Source: an optimization exercise on an open RTL-to-GDS flow (aim: small area). Production flows keep margins and buffers that such runs may drop.
In this exercise RTL edits were held to simulation tests only and were not proved equivalent to the original.
No driver is modelled on the clock port, so clocking that relies on it looks cheaper here than on a real chip.
Power is estimated from default activity; no workload was simulated.

$ cat flow/abc_nf_s0.abc
strash
&get -n
&deepsyn -S 0 -I 1 -J 50 -T 600
&put
strash
&get -n
&dch -f
&nf -R 1000
&put
topo
$ cat flow/post_cts.tcl
set block [ord::get_db_block]
set changed 0
foreach inst [$block getInsts] {
  if {[[$inst getMaster] getName] ne "sky130_fd_sc_hd__clkbuf_4"} { continue }
  set net [[$inst findITerm X] getNet]
  if {$net eq "NULL"} { continue }
  set fanout [expr {[llength [$net getITerms]] - 1}]
  if {$fanout >= 12} {
    puts "post_cts: [$inst getName] drives $fanout pins, upsized to clkbuf_8"
    replace_cell [$inst getName] sky130_fd_sc_hd__clkbuf_8
    incr changed
  }
}
if {$changed > 0} {
  detailed_placement
  check_placement -verbose
}
$ cat design.v
module L2C010(
	input [9:0] sw,
	input [3:0] key,
	input clock,
	input rst,
	output [9:0] ledr,
	output [7:0] ledg,
	output [6:0] hex3, hex2, hex1, hex0);
	wire [4:0] mode = sw[9:5];
	wire m0  = mode == 5'b00000;
	wire m1  = mode == 5'b00001;
	wire m2  = mode == 5'b00010;
	wire m4  = mode == 5'b00100;
	wire m8  = mode == 5'b01000;
	wire m16 = mode == 5'b10000;
	reg [13:0] c24;
	reg clk1;
	reg tact;
	wire wrap24 = c24[0] & ~c24[1] & ~c24[3] & c24[4] & c24[6] & ~c24[7] & ~c24[8] & ~c24[9] & ~c24[10] & ~c24[11] & ~c24[12];
	wire fb24 = c24[2] ^ c24[9] ^ c24[10] ^ c24[13];
	wire tick = wrap24 & ~clk1;
	reg [10:0] blip;
	reg [4:0] sel;
	wire [4:0] selSucc;
	wire selLast;
	reg start;
	wire bwrap = blip[0] & blip[1] & blip[3] & ~blip[4] & ~blip[5] & ~blip[6] & ~blip[7] & blip[8] & blip[9];
	wire fbb = blip[9] ^ blip[10];
	always @(posedge clock) begin
		if (rst) begin
			c24 <= 0; clk1 <= 0; tact <= 0; blip <= 0; sel <= 0;
		end else begin
			if (wrap24) begin
				c24 <= 0; clk1 <= ~clk1;
			end else
				c24 <= ~{c24[12:0], fb24};
			tact <= sw[8] & ~sw[0] & ~clk1;
			if (m16 & start) begin
				if (bwrap) blip <= 0; else blip <= ~{blip[9:0], fbb};
				if (selLast) sel <= 0;
				else if (bwrap) sel <= selSucc;
			end else
				sel <= 0;
		end
	end
	reg [4:0] numSel;
	wire [4:0] nsSucc;
	wire nsLast;
	wire [31:0] nsSucc_t0 = 32'h55555555;
	wire [31:0] nsSucc_t1 = 32'h66666666;
	wire [31:0] nsSucc_t2 = 32'h78787878;
	wire [31:0] nsSucc_t3 = 32'h7f807f80;
	wire [31:0] nsSucc_t4 = 32'hffff8000;
	assign nsSucc = {nsSucc_t4[numSel], nsSucc_t3[numSel], nsSucc_t2[numSel], nsSucc_t1[numSel], nsSucc_t0[numSel]};
	wire [31:0] nsLast_t0 = 32'h88880000;
	assign nsLast = {nsLast_t0[numSel]};
	reg [1:0] cnt0, cnt1, cnt2, cnt3;
	reg initialStart;
	always @(posedge clock) begin
		if (rst) begin
			start <= 1; numSel <= 0; cnt0 <= 0; cnt1 <= 0; cnt2 <= 0; cnt3 <= 0;
		end else if (tick) begin
			if (m16) begin
				start <= 1;
				if (nsLast) numSel <= 0;
				else if (~sw[0]) numSel <= nsSucc;
			end else begin
				start <= 0; numSel <= 0;
			end
			if (~initialStart | sw[0]) begin
				cnt0 <= 0; cnt1 <= 0; cnt2 <= 0; cnt3 <= 0;
			end else if (cnt0[1]) begin     
				cnt0 <= 0;
				if (cnt1[1]) begin
					cnt1 <= 0;
					if (cnt2[1]) begin
						cnt2 <= 0;
						cnt3 <= {cnt3[0], ~cnt3[1] & ~cnt3[0]};
					end else cnt2 <= {cnt2[0], ~cnt2[0]};
				end else cnt1 <= {cnt1[0], ~cnt1[0]};
			end else cnt0 <= {cnt0[0], ~cnt0[0]};
		end
	end
	wire [31:0] f3_t0 = 32'h7615761f;
	wire [31:0] f3_t1 = 32'h20202020;
	wire [31:0] f3_t2 = 32'h44e44eef;
	wire [31:0] f3_t3 = 32'h20d020d0;
	wire [3:0] f3 = {f3_t3[numSel], f3_t2[numSel], f3_t1[numSel], f3_t0[numSel]};
	wire [31:0] f2_t0 = 32'haa06bb07;
	wire [31:0] f2_t1 = 32'h00180018;
	wire [31:0] f2_t2 = 32'h14101410;
	wire [31:0] f2_t3 = 32'h14181418;
	wire [31:0] f2_t4 = 32'h226e236f;
	wire [4:0] f2 = {f2_t4[numSel], f2_t3[numSel], f2_t2[numSel], f2_t1[numSel], f2_t0[numSel]};
	wire [31:0] f1_t0 = 32'h55875587;
	wire [31:0] f1_t1 = 32'h0808080c;
	wire [31:0] f1_t2 = 32'hffff13bb;
	wire [31:0] f1_t3 = 32'h08300834;
	wire [3:0] f1 = {f1_t3[numSel], f1_t2[numSel], f1_t1[numSel], f1_t0[numSel]};
	wire [31:0] f0_t0 = 32'hffffaec1;
	wire [31:0] f0_t1 = 32'h00000006;
	wire [31:0] f0_t2 = 32'h05000504;
	wire [31:0] f0_t3 = 32'h00000506;
	wire [31:0] f0_t4 = 32'hffff88db;
	wire [4:0] f0 = {f0_t4[numSel], f0_t3[numSel], f0_t2[numSel], f0_t1[numSel], f0_t0[numSel]};
	reg [3:0] h3, h1;
	reg [4:0] h2, h0;
	reg [3:0] led;       
	reg [3:0] kc;
	reg firstTime, mylatch;
	reg [4:0] deb;       
	wire [4:0] debSucc;
	wire debLast;
	wire [31:0] debSucc_t0 = 32'h55555555;
	wire [31:0] debSucc_t1 = 32'h66666666;
	wire [31:0] debSucc_t2 = 32'h78787878;
	wire [31:0] debSucc_t3 = 32'h7f807f80;
	wire [31:0] debSucc_t4 = 32'hffff8000;
	assign debSucc = {debSucc_t4[deb], debSucc_t3[deb], debSucc_t2[deb], debSucc_t1[deb], debSucc_t0[deb]};
	wire [31:0] debLast_t0 = 32'hf0f00000;
	assign debLast = {debLast_t0[deb]};
	wire [3:0] ones = sw[3:0] > 4'd9 ? sw[3:0] - 4'd10 : sw[3:0];
	wire [3:0] res2 = sw[0] ? sw[4:3] * sw[2:1] : sw[4:3] + sw[2:1];
	wire [3:0] ledPos;
	wire [31:0] ledPos_t0 = 32'haaaaaaaa;
	wire [31:0] ledPos_t1 = 32'hdddd98cc;
	wire [31:0] ledPos_t2 = 32'h78f078f0;
	wire [31:0] ledPos_t3 = 32'h7000700;
	assign ledPos = {ledPos_t3[sel], ledPos_t2[sel], ledPos_t1[sel], ledPos_t0[sel]};
	wire [31:0] selSucc_t0 = 32'h55555555;
	wire [31:0] selSucc_t1 = 32'h66666666;
	wire [31:0] selSucc_t2 = 32'h78787878;
	wire [31:0] selSucc_t3 = 32'h7f807f80;
	wire [31:0] selSucc_t4 = 32'hffff8000;
	assign selSucc = {selSucc_t4[sel], selSucc_t3[sel], selSucc_t2[sel], selSucc_t1[sel], selSucc_t0[sel]};
	wire [31:0] selLast_t0 = 32'hcccc0000;
	assign selLast = {selLast_t0[sel]};
	reg [3:0] kcA, kcB;
	reg dispK;
	always @(*) begin
		kcA = (firstTime | sw[0]) ? 4'd0 : kc;
		dispK = firstTime | sw[0];
		kcB = kcA;
		if (~key[2] & ~mylatch) begin
			if (debLast) begin
				kcB = sw[1] ? kcA - 1'b1 : kcA + 1'b1;
				dispK = 1;
			end
		end else if (key[2] & mylatch)
			dispK = 1;
	end
	always @(posedge clock) begin
		if (rst) begin
			h3 <= 4'd5; h2 <= 5'd17; h1 <= 4'd5; h0 <= 5'd17;
			led <= 4'd15; kc <= 0; firstTime <= 1; mylatch <= 0; deb <= 0;
			initialStart <= 0;
		end else begin
			if (m0 | m1 | m2 | m8) begin
				kc <= 0; firstTime <= 1;
			end
			if (m0 | m1 | m2 | m4 | m8) led <= 4'd15;
			if (m0) begin
				h3 <= 4'd5; h2 <= 5'd0; h1 <= 4'd1; h0 <= 5'd0;
			end
			if (m1) begin
				h3 <= {3'd0, sw[3:0] > 4'd9}; h2 <= {1'b0, ones}; h1 <= 4'd5; h0 <= {1'b0, sw[3:0]};
			end
			if (m2) begin
				h3 <= {2'd0, sw[4:3]}; h2 <= {3'd0, sw[2:1]}; h1 <= 4'd5; h0 <= {1'b0, res2};
			end
			if (m8) begin
				h3 <= {2'd0, cnt3}; h2 <= {3'd0, cnt2}; h1 <= {2'd0, cnt1}; h0 <= {3'd0, cnt0};
			end
			if (m8) initialStart <= 1;
			else if (~sw[8] | sw[0]) initialStart <= 0;
			if (m4) begin
				h3 <= 4'd5; h1 <= 4'd5; h0 <= 5'd17;
				firstTime <= 0;
				kc <= kcB;
				if (dispK) h2 <= {1'b0, kcB};
				if (~key[2] & ~mylatch) begin
					if (debLast) begin mylatch <= 1; deb <= 0; end
					else deb <= debSucc;
				end else if (key[2] & mylatch) begin
					if (debLast) begin mylatch <= 0; deb <= 0; end
					else deb <= debSucc;
				end
			end
			if (m16 & ~sw[0]) begin
				if (~nsLast) begin
					h3 <= f3; h2 <= f2; h1 <= f1; h0 <= f0;
				end
				if (~selLast) led <= ledPos;
			end
		end
	end
	localparam [15:0] HEX3_S0 = 16'hff22;
	localparam [15:0] HEX3_S1 = 16'hf0f0;
	localparam [15:0] HEX3_S2 = 16'hf4f4;
	localparam [15:0] HEX3_S3 = 16'h2222;
	localparam [15:0] HEX3_S4 = 16'haa;
	localparam [15:0] HEX3_S5 = 16'hcae;
	localparam [15:0] HEX3_S6 = 16'h1133;
	assign hex3 = {HEX3_S6[h3], HEX3_S5[h3], HEX3_S4[h3], HEX3_S3[h3], HEX3_S2[h3], HEX3_S1[h3], HEX3_S0[h3]};
	localparam [31:0] HEX2_S0 = 32'hffff2812;
	localparam [31:0] HEX2_S1 = 32'hfb73d860;
	localparam [31:0] HEX2_S2 = 32'hf337d004;
	localparam [31:0] HEX2_S3 = 32'h84928492;
	localparam [31:0] HEX2_S4 = 32'h2ba02ba;
	localparam [31:0] HEX2_S5 = 32'h208e208e;
	localparam [31:0] HEX2_S6 = 32'h10831083;
	assign hex2 = {HEX2_S6[h2], HEX2_S5[h2], HEX2_S4[h2], HEX2_S3[h2], HEX2_S2[h2], HEX2_S1[h2], HEX2_S0[h2]};
	localparam [15:0] HEX1_S0 = 16'hffaa;
	localparam [15:0] HEX1_S1 = 16'hf0f0;
	localparam [15:0] HEX1_S2 = 16'hf0fc;
	localparam [15:0] HEX1_S3 = 16'haaaa;
	localparam [15:0] HEX1_S4 = 16'h2222;
	localparam [15:0] HEX1_S5 = 16'h2626;
	localparam [15:0] HEX1_S6 = 16'h3333;
	assign hex1 = {HEX1_S6[h1], HEX1_S5[h1], HEX1_S4[h1], HEX1_S3[h1], HEX1_S2[h1], HEX1_S1[h1], HEX1_S0[h1]};
	localparam [31:0] HEX0_S0 = 32'hffff2812;
	localparam [31:0] HEX0_S1 = 32'hfb73d860;
	localparam [31:0] HEX0_S2 = 32'hf337d004;
	localparam [31:0] HEX0_S3 = 32'h84928492;
	localparam [31:0] HEX0_S4 = 32'h2ba02ba;
	localparam [31:0] HEX0_S5 = 32'h208e208e;
	localparam [31:0] HEX0_S6 = 32'h10831083;
	assign hex0 = {HEX0_S6[h0], HEX0_S5[h0], HEX0_S4[h0], HEX0_S3[h0], HEX0_S2[h0], HEX0_S1[h0], HEX0_S0[h0]};
	wire [15:0] ledr_t0 = 16'h1;
	wire [15:0] ledr_t1 = 16'h2;
	wire [15:0] ledr_t2 = 16'h404;
	wire [15:0] ledr_t3 = 16'h808;
	wire [15:0] ledr_t4 = 16'h1010;
	wire [15:0] ledr_t5 = 16'h2020;
	wire [15:0] ledr_t6 = 16'h4040;
	wire [15:0] ledr_t7 = 16'h80;
	wire [15:0] ledr_t8 = 16'h5500;
	wire [15:0] ledr_t9 = 16'h2200;
	assign ledr = {ledr_t9[led], ledr_t8[led], ledr_t7[led], ledr_t6[led], ledr_t5[led], ledr_t4[led], ledr_t3[led], ledr_t2[led], ledr_t1[led], ledr_t0[led]};
	assign ledg = {7'b0, tact};
endmodule
$ cat flow/run.sh
#!/bin/bash
# Layout flow: the standard ORFS flow (standard.sh) with these changes:
#  - synthesis: the final ABC mapping uses area-oriented scripts; several
#    candidate scripts (flow/abc_*.abc) are tried and the one giving the
#    smallest synthesized area is kept,
#  - half/full adders are not extracted (ADDER_MAP_FILE empty), so ABC maps
#    that logic too,
#  - ports are buffered with the smallest buffer cell,
#  - further ORFS make variables from flow/make_args.txt (one per line).
# Everything before the ABC mapping (register inference, naming, flattening,
# renaming) is the standard synthesis; the registers are checked against a
# standard synthesis run, and on any difference the standard flow is used.
# Each tool's output goes to a log file in this folder (and ORFS's own logs).
set -uo pipefail
W=$(pwd)
F=$W/flow
PLAT_DIR=results/$FLOW_PLATFORM/L2C010/base

EXTRA=()
if [[ -f "$F/make_args.txt" ]]; then
  while IFS= read -r line; do
    [[ -n "$line" && "$line" != \#* ]] && EXTRA+=("${line//@F@/$F}")
  done < "$F/make_args.txt"
fi

mk_synth_script() {  # $1 abc script, $2 name
  sed "/synth_preamble.tcl/a set abc_args [lreplace \$abc_args 1 1 $1]" \
    "$FLOW_HOME/scripts/synth.tcl" > "$W/synth_body_$2.tcl"
  sed "s#\$::env(SCRIPTS_DIR)/synth.tcl#$W/synth_body_$2.tcl#" \
    "$W/synth_recipe.tcl" > "$W/synth_$2.tcl"
}

regs() {
  grep -E '^\s*sky130_fd_sc_hd__[a-z0-9_]+ .*\$_[A-Z0-9_]*DFF' "$1" \
    | awk '{print $2, $1}' | sed -E 's/_[0-9]+$//' | sort
}

area_of() {
  grep -i "chip area" "$1/reports/$FLOW_PLATFORM/L2C010/base/synth_stat.txt" 2>/dev/null \
    | tail -n 1 | awk '{print $NF}'
}

# reference: the standard synthesis
bash standard.sh WORK_HOME="$W/std" synth > "$W/std_synth.log" 2>&1

# candidate syntheses, up to NUM_CORES at a time
names=()
for a in "$F"/abc_*.abc; do
  n=$(basename "$a" .abc)
  names+=("$n")
  mk_synth_script "$a" "$n"
done
running=0
for n in "${names[@]}"; do
  bash standard.sh WORK_HOME="$W/cand_$n" SYNTH_SCRIPT="$W/synth_$n.tcl" ADDER_MAP_FILE= \
    > "$W/cand_${n}_synth.log" 2>&1 synth &
  running=$((running + 1))
  if (( running >= ${NUM_CORES:-4} )); then wait -n; running=$((running - 1)); fi
done
wait

best=""; best_area=""
regs "$W/std/$PLAT_DIR/1_2_yosys.v" > "$W/regs_std.txt"
: > "$W/candidates.log"
for n in "${names[@]}"; do
  a=$(area_of "$W/cand_$n")
  regs "$W/cand_$n/$PLAT_DIR/1_2_yosys.v" > "$W/regs_$n.txt"
  same=no
  if [[ -s "$W/regs_std.txt" ]] && cmp -s "$W/regs_std.txt" "$W/regs_$n.txt"; then same=yes; fi
  echo "$n area=${a:-none} registers_match=$same" >> "$W/candidates.log"
  if [[ $same == yes && -n "$a" ]]; then
    if [[ -z "$best" ]] || awk -v x="$a" -v y="$best_area" 'BEGIN{exit !(x < y)}'; then
      best=$n; best_area=$a
    fi
  fi
done

if [[ -n "$best" ]]; then
  echo "custom flow with $best (synthesized area $best_area)" > "$W/flow_choice.log"
  CUSTOM=(SYNTH_SCRIPT="$W/synth_$best.tcl" ADDER_MAP_FILE=
          "BUFFER_PORTS_ARGS=-buffer_cell sky130_fd_sc_hd__buf_1" "${EXTRA[@]}")
  # reuse the chosen candidate's synthesis (make finds it up to date)
  cp -a "$W/cand_$best" "$W/orfs"
  bash standard.sh "${CUSTOM[@]}" synth > "$W/custom_synth.log" 2>&1
  regs "$W/orfs/$PLAT_DIR/1_2_yosys.v" > "$W/regs_custom.txt"
  if cmp -s "$W/regs_std.txt" "$W/regs_custom.txt"; then
    bash standard.sh "${CUSTOM[@]}" finish > "$W/custom_finish.log" 2>&1
    exit 0
  fi
  echo "final synthesis registers differ; standard flow" >> "$W/flow_choice.log"
else
  echo "no candidate matches the standard registers; standard flow" > "$W/flow_choice.log"
fi
rm -rf "$W/orfs"
bash standard.sh finish > "$W/standard_finish.log" 2>&1
$ cat config.mk
export PLATFORM = sky130hd
export DESIGN_NAME = L2C010
export DESIGN_NICKNAME = L2C010
export VERILOG_FILES = /design/flow/design.v
export SDC_FILE = /design/flow/constraint.sdc
export NUM_CORES = 4
export LEC_CHECK = 0
export CAP_MARGIN = 20
export CORE_MARGIN = 2
export CORE_UTILIZATION = 40
export SLEW_MARGIN = 20
$ cat flow/make_args.txt
CTS_ARGS=-sink_clustering_enable -repair_clock_nets -dont_use_dummy_load -buf_list sky130_fd_sc_hd__clkbuf_4
POST_CTS_TCL=@F@/post_cts.tcl
$ cat standard.sh
#!/bin/bash
# synth_recipe.tcl (not shown) runs the flow's synth.tcl, then flattens the netlist and writes it again
# the make line also repeats each setting of config.mk as NAME=value (left out here)
make -C /OpenROAD-flow-scripts/flow DESIGN_CONFIG=/design/flow/config.mk WORK_HOME=/design/flow/orfs CLKGATE_MAP_FILE= SYNTH_SCRIPT=/design/flow/synth_recipe.tcl "${@:-finish}"
$ cat flow/abc_nf_s1.abc
strash
&get -n
&deepsyn -S 1 -I 1 -J 50 -T 600
&put
strash
&get -n
&dch -f
&nf -R 1000
&put
topo
$ cat constraint.sdc
create_clock -name core_clock -period 5.0 [get_ports {clock}]
set_input_delay 1.0000 -clock core_clock [delete_from_list [all_inputs] [get_ports {clock}]]
set_output_delay 1.0000 -clock core_clock [all_outputs]
set_load 0.01 [all_outputs]
==> results of run 1 <==
cell usage in the layout (no fill, tap or decap), types with 2 or more instances in the layout:
master,Yosys,final
a211oi_1,5,5
a21o_1,7,7
a21oi_1,32,32
a22o_1,4,4
a22oi_1,2,2
a311oi_1,2,2
a31o_1,3,3
a31oi_1,11,11
a32oi_1,3,3
and2_0,6,6
and3_1,8,8
and3b_1,2,2
buf_1,0,51
clkbuf_4,0,8
clkinv_1,13,13
conb_1,1,7
dfxtp_1,80,80
nand2_1,76,76
nand2b_1,5,5
nand3_1,32,32
nand4_1,5,5
nor2_1,74,74
nor2b_1,7,7
nor3_1,20,20
nor3b_1,5,5
nor4_1,10,10
nor4b_1,2,2
o211ai_1,2,2
o21a_1,5,5
o21ai_0,32,32
o21bai_1,2,2
o22a_1,3,3
o22ai_1,7,7
o311ai_0,2,2
o41ai_1,2,2
or2_0,8,8
xnor2_1,6,6
xor2_1,2,2
layout make-up:
type | instances | area [um^2] | area share
Clock buffer | 9 | 73.8 | 0.0172
Timing Repair Buffer | 52 | 199 | 0.0465
Multi-Input combinational cell | 412 | 2190 | 0.512
Inverter | 13 | 48.8 | 0.0114
Tap cell | 133 | 166 | 0.0389
Sequential cell | 80 | 1600 | 0.374
worst min-delay path by stage:
| stage | start | to | cells after the start | slack (ns) |
|---|---|---|---|---|
| 2_1_floorplan | c24[5] | c24[6] | 1 | 0.37 |
| 3_3_place_gp | c24[5] | c24[6] | 1 | 0.37 |
| 3_5_place_dp | c24[5] | c24[6] | 1 | 0.39 |
| 5_1_grt | c24[5] | c24[6] | 1 | 0.42 |
| 6_report | c24[5] | c24[6] | 1 | 0.39 |
power by group:
| group | leakage [uW] | switching, uW | total (uW) | internal [uW] |
|---|---|---|---|---|
| Sequential | 0.000652 | 22.1 | 680 | 658 |
| Clock | 0.0000440 | 190 | 283 | 92.5 |
| Combinational | 0.000863 | 83.1 | 128 | 44.8 |
| Total | 0.00156 | 295 | 1090 | 795 |
per-stage QoR:
| stage | power (uW) | hold slack (ns) | worst slack, ns | cell area (um^2) | instances |
|---|---|---|---|---|---|
| 3_3_place_gp | 819 | 0.372 | 1.41 | 4210 | 690 |
| 2_1_floorplan | 778 | 0.368 | 2.24 | 3930 | 516 |
| 6_report | 1090 | 0.393 | 1.79 | 4280 | 699 |
| 3_5_place_dp | 821 | 0.389 | 1.41 | 4210 | 690 |
| 5_1_grt | 1150 | 0.418 | 1.52 | 4280 | 699 |
logic make-up after synthesis:
| kind of cell | Yosys count |
|---|---|
| buffers and inverters | 24 |
| AO/OA/AOI/OAI | 130 |
| AND/OR/NAND/NOR | 266 |
| XOR/XNOR | 8 |
| flip-flops | 80 |
| multiplexers | 1 |
| other | 1 |
per-layer routing:
layer	vias to the layer above	part of all wire
met1	1797	0.48
li1	1959	-
met2	108	0.47
met3	9	0.043
met4	0	0.0097
met5	-	0
sequential cells by signal (all words and copies together), names as in the netlist, 4 cells and up:
| name | flops |
|---|---|
| numSel | 5 |
| kc | 4 |
| h3 | 4 |
| deb | 5 |
| blip | 11 |
| h0 | 5 |
| led | 4 |
| h2 | 5 |
| c24 | 14 |
| h1 | 4 |
| sel | 5 |
worst max-delay path, delay by kind of cell:
family          cells  cell delay, ns
buf+inv             1            0.19
compound gates      3            0.50
simple gates        7            1.79
==> flow_summary_export.csv, run 1 <==
group,metric,value,unit
routing,drt_first_pass_iters,4,
routing,via_per_inst,5.54,
cts,cts_tree,"done",
grt,grt_pass1_vias,3430,
power,powerDensity,255,mW/mm^2
worst_setup_path,cp_max_fo,8,
routing,route.detailed.drc,0,
routing,totalWireLength,9800,um
grt,met2_usage,0.314,
floorplanning,dieHeight,103,um
worst_setup_path,slowest_delay,0.46,ns
worst_setup_path,startpoint_type,"primary input",
floorplanning,dieArea,0.0106,mm^2
synth,synth_fa_ha_area_frac,0,
worst_hold_path,hp-class,"reg -> reg",
sta,finalHoldViolations,0,
worst_setup_path,r2r-start,"firstTime",
worst_setup_path,cp.arrival,3.49,ns
worst_setup_path,path_class,"in -> reg",
placed_design,port_buffers,51,
sta,fin_crit,3.21,ns
placed_design,gp_congestion,0.864,
cts,clk_latency,0.41,ns
job,maxCapViolCount,0,
synth,ys_top_cells_by_count,"dfxtp_1 (80), nand2_1 (76), nor2_1 (74)",
grt,grt_max_degree,18,
cts,clk_pin_slew_worst_paths,0.11,ns
floorplanning,die_w,103,um
worst_setup_path,worstPathRequired,5.28,ns
synth,synthSimpleGateAreaFrac,0.322,
worst_setup_path,end_kind,"flip-flop",
sta,finalSetupTns,0,ns
worst_setup_path,r2r-end,"h2[3]",
floorplanning,ios,62,
power,irDropWorstVdd,139,uV
floorplanning,num_rows,36,
cells_and_area,fillers,1013,
synth,synth_most_common_cell,"dfxtp_1",
synth,synth-async-reset-ratio,0,
synth,synthMuxAreaShare,0.00289,
sta,rsz0062_at_grt,"false",
synth,synth_top_area_frac,0.410,
grt,globalRoute.busiestLayer,"met2",
synth,synth_xor_area_frac,0.0180,
synth,synth_top_family_by_area,"simple AND/OR/NAND/NOR gates",
worst_setup_path,cp-startpoint,"sw[8]",
power,p_leak,0.00156,uW
cts,clock_sinks,80,
cells_and_area,antenna_cells,0,
synth,synthDistinctLibCells,50,
sta,drv_slew,0,
sta,fmax,311,MHz
routing,detail-route-antenna-nets,0,
worst_setup_path,crit_chain,"buf_1, nor3_1, nand2_1, nor2_1, nand2_1, nor2_1, nand2_1, nor3_1, o21bai_1, o21a_1, o22ai_1",
placed_design,hpwl,7250,um
grt,antenna_found_initial,0,
synth,ys_seq_elements,80,
synth,synth-edff-count,0,
grt,grtUsageTotal,0.189,
floorplanning,coreArea,0.00964,mm^2
worst_setup_path,cp_slowest_cell,"nor2_1",
synth,synth-compound-area-share,0.213,
cells_and_area,drive_gt1_frac,0.0177,
cells_and_area,synthToLayoutAreaGrowth,9.71,%
worst_setup_path,ff2ff_setup_slack,2.73,ns
grt,grt-ovfl-total,0,
floorplanning,start_util,0.405,
synth,yosys.area.top_type,"dfxtp_1",
status,status,"finished clean",
synth,netlist_top_cells_area,"dfxtp_1 (41%), nand2_1 (7.3%), nor2_1 (7.1%)",
synth,avgSynthCellArea,7.65,um^2
worst_setup_path,worst-r2r-cell-count,10,
synth,synth_warnings,1,
synth,synth_flop_cell,"dfxtp_1",
routing,drt_iter0_markers,261,
worst_setup_path,cpMostUsedCell,"nand2_1",
sta,clock_skew,0.0251,ns
cells_and_area,utilization,0.444,
sta,finalSetupViolCount,0,
sta,finalCritPeriodShare,0.643,
cells_and_area,nets,584,
grt,met3_usage,0.0386,
sta,slew_headroom,0.389,
synth,syn_area,0.00390,mm^2
synth,seq_area_frac_synth,0.410,
grt,grt_pass1_wl,15900,um
sta,worst_slew_pin_slew,0.909,ns
grt,grtUsageMet1,0.250,
synth,syn_inst,510,
routing,wl_per_cell,14.0,um
worst_setup_path,endpoint,"h2[1]",
routing,route.vias.total,3873,
==> inputs of run 2 (changes only) <==
--- a/flow/run.sh
+++ b/flow/run.sh
@@ -79,8 +79,6 @@
   echo "custom flow with $best (synthesized area $best_area)" > "$W/flow_choice.log"
   CUSTOM=(SYNTH_SCRIPT="$W/synth_$best.tcl" ADDER_MAP_FILE=
           "BUFFER_PORTS_ARGS=-buffer_cell sky130_fd_sc_hd__buf_1" "${EXTRA[@]}")
-  # reuse the chosen candidate's synthesis (make finds it up to date)
-  cp -a "$W/cand_$best" "$W/orfs"
   bash standard.sh "${CUSTOM[@]}" synth > "$W/custom_synth.log" 2>&1
   regs "$W/orfs/$PLAT_DIR/1_2_yosys.v" > "$W/regs_custom.txt"
   if cmp -s "$W/regs_std.txt" "$W/regs_custom.txt"; then
removed: flow/abc_nf_s1.abc
==> run 2 against run 1 <==
Net effect: combinational power about the same; first-iteration DRC count unchanged; non-clock buffer count unchanged; cell count unchanged; still clean; clock skew unchanged.
==> flow_summary_export.csv, run 2 <==
group,metric,value,unit
cells_and_area,utilization,0.444,
worst_setup_path,r2r-end,"h2[3]",
grt,grt_pass1_wl,15900,um
worst_setup_path,cpMostUsedCell,"nand2_1",
cts,clk_pin_slew_worst_paths,0.11,ns
floorplanning,dieHeight,103,um
worst_setup_path,crit_chain,"buf_1, nor3_1, nand2_1, nor2_1, nand2_1, nor2_1, nand2_1, nor3_1, o21bai_1, o21a_1, o22ai_1",
synth,ys_seq_elements,80,
grt,antenna_found_initial,0,
cells_and_area,nets,584,
cts,clk_latency,0.41,ns
worst_setup_path,worstPathRequired,5.28,ns
worst_setup_path,cp_max_fo,8,
worst_setup_path,cp_slowest_cell,"nor2_1",
job,maxCapViolCount,0,
placed_design,port_buffers,51,
worst_setup_path,worst-r2r-cell-count,10,
routing,route.detailed.drc,0,
synth,synth_most_common_cell,"dfxtp_1",
worst_setup_path,r2r-start,"firstTime",
floorplanning,die_w,103,um
placed_design,dp_cells,690,
sta,drv_slew,0,
sta,rsz0062_at_grt,"false",
routing,via_per_inst,5.54,
sta,worst_slew_pin_slew,0.909,ns
worst_setup_path,cp_num_buf_inv,1,
synth,synthDistinctLibCells,50,
routing,drt_iter0_markers,261,
sta,clock_skew,0.0251,ns
power,powerDensity,255,mW/mm^2
floorplanning,coreArea,0.00964,mm^2
grt,grt_pass1_vias,3430,
cells_and_area,final_cell_mix,"dfxtp_1 (80), nand2_1 (76), nor2_1 (74)",
cells_and_area,synthToLayoutAreaGrowth,9.71,%
placed_design,hpwl,7250,um
cells_and_area,fin_cells,699,
floorplanning,ios,62,
grt,grt_max_degree,18,
synth,syn_area,0.00390,mm^2
worst_hold_path,whs_path_depth,1,
power,p_leak,0.00156,uW
floorplanning,start_util,0.405,
cells_and_area,antenna_cells,0,
sta,fmax,311,MHz
cts,cts_tree,"done",
status,status,"finished clean",
synth,avgSynthCellArea,7.65,um^2
placed_design,gp_congestion,0.864,
synth,seq_area_frac_synth,0.410,
routing,detail-route-antenna-nets,0,
synth,yosys.area.top_type,"dfxtp_1",
power,irDropWorstVdd,139,uV
cells_and_area,biggestRegsByFlops,"c24 (14), blip (11)",
worst_hold_path,hp-class,"reg -> reg",
worst_setup_path,cp.arrival,3.49,ns
sta,slew_headroom,0.389,
worst_setup_path,path_class,"in -> reg",
synth,synth_top_area_frac,0.410,
sta,fin_crit,3.21,ns
grt,grtUsageTotal,0.189,
synth,netlist_top_cells_area,"dfxtp_1 (41%), nand2_1 (7.3%), nor2_1 (7.1%)",
routing,drt_first_pass_iters,4,
sta,finalSetupTns,0,ns
cells_and_area,largest_reg_flops,14,
cells_and_area,drive_gt1_frac,0.0177,
grt,grt-ovfl-total,0,
floorplanning,dieArea,0.0106,mm^2
floorplanning,num_rows,36,
worst_setup_path,ff2ff_setup_slack,2.73,ns
worst_setup_path,slowest_delay,0.46,ns
synth,synth-async-reset-ratio,0,
sta,finalHoldViolations,0,
synth,syn_inst,510,
synth,synth-edff-count,0,
routing,totalWireLength,9800,um
worst_hold_path,holdCritStartpoint,"c24[5]",
synth,synth_warnings,1,
worst_setup_path,end_kind,"flip-flop",
synth,ys_top_cells_by_count,"dfxtp_1 (80), nand2_1 (76), nor2_1 (74)",
routing,route.vias.total,3873,
cells_and_area,final_common_cell,"dfxtp_1",
sta,finalCritPeriodShare,0.643,
routing,wl_per_cell,14.0,um
worst_setup_path,path_delay_family,"simple AND/OR/NAND/NOR gates",
worst_setup_path,startpoint_type,"primary input",
sta,finalSetupViolCount,0,
cells_and_area,top_register,"c24",
worst_setup_path,cp-startpoint,"sw[8]",
synth,synth_flop_cell,"dfxtp_1",
cts,clock_sinks,80,
worst_hold_path,hold_end,"c24[6]",
run 2: per-layer routing:
metal | routed length (um) | vias to the layer above | track usage
met5 | 0 | - | 0
met4 | 95 | 0 | 0.0547
met3 | 426 | 9 | 0.0386
li1 | - | 1959 | -
met1 | 4660 | 1797 | 0.250
met2 | 4620 | 108 | 0.314
run 2: cell type report:
cell class	instances	area, um^2
clock buffers	9	73.8
flip-flops and latches	80	1600
fillers	1013	5360
inverters	13	48.8
multi-input cells	412	2190
well taps	133	166
repair buffers	52	199
run 2: metrics by stage:
stage                     cell area (um^2)  hold WS, ns  power [uW]  setup slack, ns
after detailed placement              4210        0.389         821             1.41
final                                 4280        0.393        1090             1.79
after global placement                4210        0.372         819             1.41
after floorplan                       3930        0.368         778             2.24
after global routing                  4280        0.418        1150             1.52
run 2: power by group:
group	internal, uW	leakage (uW)	switching (uW)	total (uW)
clock	92.5	0.0000440	190	283
combinational	44.8	0.000863	83.1	128
sequential	658	0.000652	22.1	680
run 2: worst register-to-register path, stage by stage, from the launching register on:
cell and delay, ns:
dfxtp_1 0.34, nor2_1 0.31, nand2_1 0.16, or3b_1 0.21, a21oi_1 0.07, a21oi_1 0.19
nor2_1 0.09, o41ai_1 0.46, a22o_1 0.25, o21ai_0 0.08, nand2_1 0.07
run 2: cell families after synthesis:
kind of cell / after synthesis / synth area share
buf+inv: 24 / 0.0337
flops: 80 / 0.410
xor+xnor: 8 / 0.0180
simple gates: 266 / 0.322
compound gates: 130 / 0.213
mux: 1 / 0.00289
other cells: 1 / 0.000961
run 2: how the worst max path moves through the flow:
stage                 end  slack [ns]  cells after the start
floorplan           h2[1]        2.24                     10
global placement    h2[1]        1.41                     11
detailed placement  h2[1]        1.41                     11
global route        h2[1]        1.52                     11
finish              h2[1]        1.79                     11
==> inputs of run 3 (changes only) <==
==> flow/abc_j1000_s1.abc (new file) <==
strash
&get -n
&deepsyn -S 1 -I 1 -J 1000 -T 2400
&put
strash
&get -n
&dch -f
&nf -R 1000
&put
topo
==> flow/abc_j1000_s5.abc (new file) <==
strash
&get -n
&deepsyn -S 5 -I 1 -J 1000 -T 2400
&put
strash
&get -n
&dch -f
&nf -R 1000
&put
topo
==> flow/abc_j2000_s6.abc (new file) <==
strash
&get -n
&deepsyn -S 6 -I 1 -J 2000 -T 2400
&put
strash
&get -n
&dch -f
&nf -R 1000
&put
topo
==> flow/abc_j300_s2.abc (new file) <==
strash
&get -n
&deepsyn -S 2 -I 1 -J 300 -T 1200
&put
strash
&get -n
&dch -f
&nf -R 1000
&put
topo
removed: flow/abc_nf_s0.abc
==> run 3 against run 2 <==
Net effect: still clean; setup slack worse by 0.13 ns; global-route usage shrank 0.21 points; cell count fell by 1.9%; via count down 4.7%; worst hold slack worse by 0.0046 ns; combinational power is 16% higher; critical path depth fell by 2; die area is 1.3% lower; critical path type unchanged.
==> flow_summary_export.csv, run 3 <==
group,metric,value,unit
cells_and_area,largest_reg_flops,14,
floorplanning,num_rows,35,
cells_and_area,biggestRegsByFlops,"c24 (14), blip (11)",
grt,grt_max_degree,24,
synth,synth-edff-count,0,
synth,synth-compound-area-share,0.211,
routing,detail-route-antenna-nets,0,
floorplanning,ios,62,
sta,rsz0062_at_grt,"false",
sta,drv_slew,0,
sta,finalSetupTns,0,ns
worst_setup_path,cp_max_fo,10,
worst_setup_path,crit_chain,"buf_1, nor4_1, nand2_1, o41ai_1, nand2_1, a21oi_1, nor2b_1, xnor2_1, o221a_1",
job,maxCapViolCount,0,
worst_setup_path,r2r-start,"numSel[0]",
sta,worst_slew_pin_slew,0.892,ns
sta,fin_crit,3.34,ns
synth,synthDistinctLibCells,49,
sta,finalHoldViolations,0,
status,status,"finished clean",
cells_and_area,top_register,"c24",
sta,finalSetupViolCount,0,
floorplanning,die_w,102,um
worst_setup_path,r2r-end,"h3[1]",
synth,synth_top_family_by_area,"simple AND/OR/NAND/NOR gates",
worst_setup_path,endpoint,"h2[3]",
grt,grt_pass1_wl,15500,um
synth,synthSimpleGateAreaFrac,0.304,
floorplanning,coreArea,0.00928,mm^2
cells_and_area,antenna_cells,0,
power,p_leak,0.00154,uW
sta,whs,0.388,ns
grt,globalRoute.busiestLayer,"met2",
placed_design,port_buffers,51,
synth,yosys.area.top_type,"dfxtp_1",
sta,clock_skew,0.0232,ns
worst_setup_path,end_kind,"flip-flop",
cells_and_area,synthToLayoutAreaGrowth,9.88,%
cts,clk_pin_slew_worst_paths,0.09,ns
cells_and_area,final_cell_mix,"dfxtp_1 (80), nor2_1 (75), nand2_1 (73)",
synth,seq_area_frac_synth,0.416,
synth,synth_flop_cell,"dfxtp_1",
grt,met2_usage,0.305,
cells_and_area,drive_gt1_frac,0.0180,
routing,via_per_inst,5.38,
routing,route.vias.total,3690,
sta,finalCritPeriodShare,0.668,
floorplanning,start_util,0.415,
worst_setup_path,worstPathRequired,5.32,ns
synth,synth_warnings,1,
worst_hold_path,hp-class,"reg -> reg",
synth,synth_top_area_frac,0.416,
grt,grt_pass1_vias,3350,
power,irDropWorstVdd,132,uV
synth,synth_xor_area_frac,0.0296,
placed_design,hpwl,7200,um
routing,drt_iter0_markers,187,
grt,grtUsageMet1,0.251,
worst_setup_path,slowest_delay,0.71,ns
synth,ys_seq_elements,80,
grt,met3_usage,0.0335,
synth,synth_fa_ha_area_frac,0,
floorplanning,dieArea,0.0104,mm^2
worst_setup_path,path_class,"in -> reg",
synth,avgSynthCellArea,7.68,um^2
synth,synth_most_common_cell,"dfxtp_1",
cts,clock_sinks,80,
cells_and_area,utilization,0.456,
sta,fmax,299,MHz
cts,clk_latency,0.42,ns
cells_and_area,final_area,0.00423,mm^2
worst_setup_path,worst-r2r-cell-count,7,
worst_setup_path,cp-startpoint,"sw[6]",
synth,syn_area,0.00385,mm^2
worst_setup_path,cp_slowest_cell,"o41ai_1",
routing,drt_first_pass_iters,5,
power,powerDensity,265,mW/mm^2
sta,slew_headroom,0.403,
routing,route.detailed.drc,0,
floorplanning,dieHeight,102,um
routing,wl_per_cell,13.9,um
synth,netlist_top_cells_area,"dfxtp_1 (42%), nor2_1 (7.3%), nand2_1 (7.1%)",
placed_design,gp_congestion,0.901,
worst_setup_path,ff2ff_setup_slack,2.20,ns
cts,cts_tree,"done",
routing,totalWireLength,9530,um
synth,ys_top_cells_by_count,"dfxtp_1 (80), nor2_1 (75), nand2_1 (73)",
worst_setup_path,startpoint_type,"primary input",
grt,antenna_found_initial,0,
synth,synth-async-reset-ratio,0,
worst_setup_path,cpMostUsedCell,"nand2_1",
grt,grtUsageTotal,0.187,
synth,synthMuxAreaShare,0.00293,
grt,grt-ovfl-total,0,
worst_setup_path,cp.arrival,3.66,ns
cells_and_area,nets,575,
cells_and_area,final_common_cell,"dfxtp_1",
placed_design,post_dp_cell_area,0.00415,mm^2
synth,syn_inst,501,
## run 3: cell types whose count changed in the layout (fill, tap and decap cells not counted), sizes merged, moves of 5 or more
cell    previous run  this run
nor2b              7        12
nand2b             5        11
a21oi             32        41
a31oi             11         6
nand3             32        16
## run 3: final cells by class
type,count,area (um^2)
inverters,14,52.6
multi-input cells,402,2130
fillers,1002,5050
repair buffers,52,199
well taps,129,161
flip-flops and latches,80,1600
clock buffers,9,80.1
## run 3: worst max-delay path, delay by kind of cell
| kind | cells | cell delay (ns) |
|---|---|---|
| AOI/OAI and AO/OA | 3 | 1.21 |
| xor gates and xnor gates | 1 | 0.10 |
| buffers and inverters | 1 | 0.22 |
| and+or+nand+nor | 4 | 1.12 |
## run 3: worst min-delay path by stage
| stage | start | to | slack [ns] | cells past startpoint |
|---|---|---|---|---|
| final | c24[5] | c24[6] | 0.39 | 1 |
| after detailed placement | c24[5] | c24[6] | 0.37 | 1 |
| after global placement | c24[5] | c24[6] | 0.38 | 1 |
| after global routing | c24[5] | c24[6] | 0.40 | 1 |
| after floorplan | c24[5] | c24[6] | 0.37 | 1 |
## run 3: metal layers
metal  routed length (um)  share of wire
met5                    0              0
met4                  128          0.013
met3                  473          0.050
met2                 4340           0.46
met1                 4590           0.48
## run 3: metrics by stage
step	power [uW]	std cells	setup slack, ns
final	1120	686	1.66
after global routing	1180	686	1.38
after detailed placement	842	677	1.22
after global placement	839	677	1.29
after floorplan	794	507	1.94
## run 3: where the power goes
| group | internal (uW) | leakage, uW | switching, uW | total, uW |
|---|---|---|---|---|
| clock | 101 | 0.0000466 | 192 | 292 |
| combinational | 53.7 | 0.000837 | 95.6 | 149 |
| sequential | 658 | 0.000652 | 20.5 | 679 |
## run 3: cell families (layout without fill, tap and decap cells)
family,after synthesis,after routing
simple gates,249,249
flops,80,80
xor+xnor,13,13
buf+inv,25,75
other cells,1,7
mux,1,1
compound gates,132,132
==> inputs of run 4 (changes only) <==
==> flow/abc_nf_s0.abc (new file) <==
strash
&get -n
&deepsyn -S 0 -I 1 -J 50 -T 600
&put
strash
&get -n
&dch -f
&nf -R 1000
&put
topo
==> flow/abc_nf_s1.abc (new file) <==
strash
&get -n
&deepsyn -S 1 -I 1 -J 50 -T 600
&put
strash
&get -n
&dch -f
&nf -R 1000
&put
topo
==> flow/abc_nf_s2.abc (new file) <==
strash
&get -n
&deepsyn -S 2 -I 1 -J 50 -T 600
&put
strash
&get -n
&dch -f
&nf -R 1000
&put
topo
==> flow/abc_nf_s3.abc (new file) <==
strash
&get -n
&deepsyn -S 3 -I 1 -J 50 -T 600
&put
strash
&get -n
&dch -f
&nf -R 1000
&put
topo
==> flow/abc_nfj300_s0.abc (new file) <==
strash
&get -n
&deepsyn -S 0 -I 1 -J 300 -T 1200
&put
strash
&get -n
&dch -f
&nf -R 1000
&put
topo
==> flow/abc_nfj300_s1.abc (new file) <==
strash
&get -n
&deepsyn -S 1 -I 1 -J 300 -T 1200
&put
strash
&get -n
&dch -f
&nf -R 1000
&put
topo
==> flow/abc_nfj300_s2.abc (new file) <==
strash
&get -n
&deepsyn -S 2 -I 1 -J 300 -T 1200
&put
strash
&get -n
&dch -f
&nf -R 1000
&put
topo
==> flow/abc_nfj300_s3.abc (new file) <==
strash
&get -n
&deepsyn -S 3 -I 1 -J 300 -T 1200
&put
strash
&get -n
&dch -f
&nf -R 1000
&put
topo
removed: flow/abc_j1000_s1.abc
removed: flow/abc_j1000_s5.abc
removed: flow/abc_j2000_s6.abc
removed: flow/abc_j300_s2.abc
==> run 4 against run 3 <==
Net effect: register-to-register slack gained 0.61 ns; critical path type unchanged; first-iteration DRC count up 88%; global-route usage is 0.088 points lower; cell count grew 0.87%; sequential power hardly changed; maximum frequency decreased by 6.1%; highest routed layer unchanged.
==> flow_summary_export.csv, run 4 <==
group,metric,value,unit
worst_hold_path,hp-class,"reg -> reg",
synth,netlist_top_cells_area,"dfxtp_1 (41%), nor2_1 (7.3%), nand2_1 (7.0%)",
placed_design,port_buffers,51,
synth,syn_area,0.00386,mm^2
sta,fmax,281,MHz
grt,grtUsageTotal,0.186,
cts,clk_pin_slew_worst_paths,0.11,ns
cts,cts_tree,"done",
worst_setup_path,cp.arrival,3.86,ns
power,irDropWorstVdd,117,uV
cts,clk_latency,0.42,ns
synth,yosys.area.top_type,"dfxtp_1",
worst_setup_path,startpoint_type,"primary input",
placed_design,hpwl,6970,um
sta,fin_crit,3.56,ns
routing,detail-route-antenna-nets,0,
worst_setup_path,worstPathRequired,5.30,ns
sta,worst_slew_pin_slew,0.750,ns
status,status,"finished clean",
routing,wl_per_cell,13.5,um
routing,route.detailed.drc,0,
worst_hold_path,holdCritStartpoint,"c24[1]",
routing,via_per_inst,5.47,
synth,ys_top_cells_by_count,"dfxtp_1 (80), nor2_1 (75), nand2_1 (72)",
routing,drt_first_pass_iters,5,
routing,drt_iter0_markers,351,
routing,totalWireLength,9330,um
power,powerDensity,259,mW/mm^2
sta,clock_skew,0.0277,ns
cts,clock_sinks,80,
sta,finalCritPeriodShare,0.711,
sta,fin_ws,1.44,ns
cells_and_area,drive_gt1_frac,0.0231,
worst_setup_path,cp_max_fo,9,
sta,finalHoldViolations,0,
worst_setup_path,r2r-start,"numSel[2]",
synth,synth_top_area_frac,0.414,
job,maxCapViolCount,0,
synth,avgSynthCellArea,7.67,um^2
power,p_leak,0.00158,uW
sta,finalSetupViolCount,0,
floorplanning,num_rows,35,
cells_and_area,final_cell_mix,"dfxtp_1 (80), nor2_1 (75), nand2_1 (72)",
grt,grt-ovfl-total,0,
floorplanning,start_util,0.414,
sta,drv_slew,0,
worst_setup_path,end_kind,"flip-flop",
cells_and_area,synthToLayoutAreaGrowth,10.4,%
cells_and_area,largest_reg_flops,14,
floorplanning,ios,62,
routing,route.vias.total,3782,
synth,ys_seq_elements,80,
cells_and_area,final_common_cell,"dfxtp_1",
cells_and_area,top_register,"c24",
synth,synth-async-reset-ratio,0,
floorplanning,dieArea,0.0105,mm^2
floorplanning,coreArea,0.00933,mm^2
synth,synth-edff-count,0,
grt,grt_max_degree,23,
floorplanning,dieHeight,102,um
placed_design,place_ws,1.04,ns
synth,synth_warnings,1,
synth,synthDistinctLibCells,49,
sta,rsz0062_at_grt,"false",
cells_and_area,antenna_cells,0,
synth,synth_flop_cell,"dfxtp_1",
sta,slew_headroom,0.494,
sta,finalSetupTns,0,ns
grt,grt_pass1_wl,15400,um
worst_setup_path,path_class,"in -> reg",
cells_and_area,nets,581,
synth,seq_area_frac_synth,0.414,
worst_setup_path,cp-startpoint,"sw[6]",
grt,antenna_found_initial,0,
placed_design,gp_congestion,0.915,
synth,syn_inst,504,
synth,synth_most_common_cell,"dfxtp_1",
cells_and_area,biggestRegsByFlops,"c24 (14), blip (11)",
grt,grt_pass1_vias,3273,
floorplanning,die_w,102,um
[run 4: through the flow]
step           instances  area (um^2)  power (uW)  hold slack, ns  utilization
3_3_place_gp         683         4190         821           0.375        0.449
3_5_place_dp         683         4190         823           0.389        0.449
2_1_floorplan        510         3890         778           0.368            -
5_1_grt              692         4270        1170           0.397        0.458
6_report             692         4270        1100           0.382        0.458
[run 4: logic make-up (layout without fill, tap and decap cells)]
| group | Yosys count | in the layout | synth area share |
|---|---|---|---|
| buf+inv | 26 | 79 | 0.0359 |
| flops | 80 | 80 | 0.414 |
| xor+xnor | 13 | 13 | 0.0295 |
| other cells | 1 | 7 | 0.000970 |
| simple gates | 257 | 257 | 0.316 |
| mux | 2 | 2 | 0.00583 |
| compound gates | 125 | 125 | 0.198 |
[run 4: where the power goes]
part | internal, uW | total (uW) | switching (uW) | leakage (uW)
Clock | 101 | 296 | 195 | 0.0000466
Combinational | 48.1 | 132 | 83.8 | 0.000884
Sequential | 657 | 676 | 19.0 | 0.000652
[run 4: path summary, 6_finish.rpt]
| check | end | slack [ns] | depth (start not counted) |
|---|---|---|---|
| worst max register to register | h0[3] | 2.81 | 8 |
| worst min-delay path | c24[2] | 0.38 | 1 |
| worst max-delay path | h1[2] | 1.44 | 13 |
| worst min register to register | c24[2] | 0.38 | 1 |
[run 4: area by class of cell]
| type | count | area (um^2) |
|---|---|---|
| fillers | 961 | 5060 |
| repair buffers | 55 | 221 |
| flip-flops and latches | 80 | 1600 |
| clock buffers | 9 | 80.1 |
| multi-input cells | 404 | 2150 |
| well taps | 129 | 161 |
| inverters | 15 | 56.3 |
[run 4: layer usage]
| layer | share of wire | track usage | vias up |
|---|---|---|---|
| li1 | - | - | 1911 |
| met1 | 0.49 | 0.263 | 1727 |
| met2 | 0.44 | 0.282 | 122 |
| met3 | 0.050 | 0.0294 | 22 |
| met4 | 0.022 | 0.0800 | 0 |
| met5 | 0 | 0 | - |
[run 4: worst max-delay path, cell delays in order]
cell	delay, ns
buf_1	0.18
or2_0	0.31
nor4b_1	0.31
buf_4	0.20
nand2_1	0.20
nor2_1	0.39
nand2_1	0.17
nand2_1	0.13
nor3_1	0.05
buf_4	0.18
nand3_1	0.27
nor2_1	0.07
a2111oi_0	0.39

==> separate check: timing with driven ports <==
The results above use ideal ports. As a check the final layouts listed here were re-extracted and re-timed, cells and wires unchanged.
Step 1 assumes that a clkbuf_16 drives the clock port and a buf_2 every other input.
Step 2 also shifts input and output timing later by t, the mid clock arrival at the registers, as if the neighbouring blocks saw the same clock.
Slacks: no drivers / after step 1 / after step 2; pairs: no drivers / after step 1.
run	t (ns)	slack for setup (ns)	hold slack, ns	slew at the worst register clock pin (ns)	worst slew at a driven data input, ns
run 1	0.424	1.787 / 1.789 / 1.365	0.393 / 0.393 / 0.393	0.12 / 0.12	0.03
run 2	0.424	1.787 / 1.789 / 1.365	0.393 / 0.393 / 0.393	0.12 / 0.12	0.03
run 3	0.441	1.661 / 1.665 / 1.224	0.388 / 0.388 / 0.388	0.11 / 0.11	0.05
run 4	0.435	1.444 / 1.447 / 1.012	0.382 / 0.382 / 0.382	0.11 / 0.11	0.03
After both steps setup and hold are still met in every run listed. The setup slack of run 3, which loses most, moves by +0.004 ns with the drivers and by -0.437 ns with both steps.
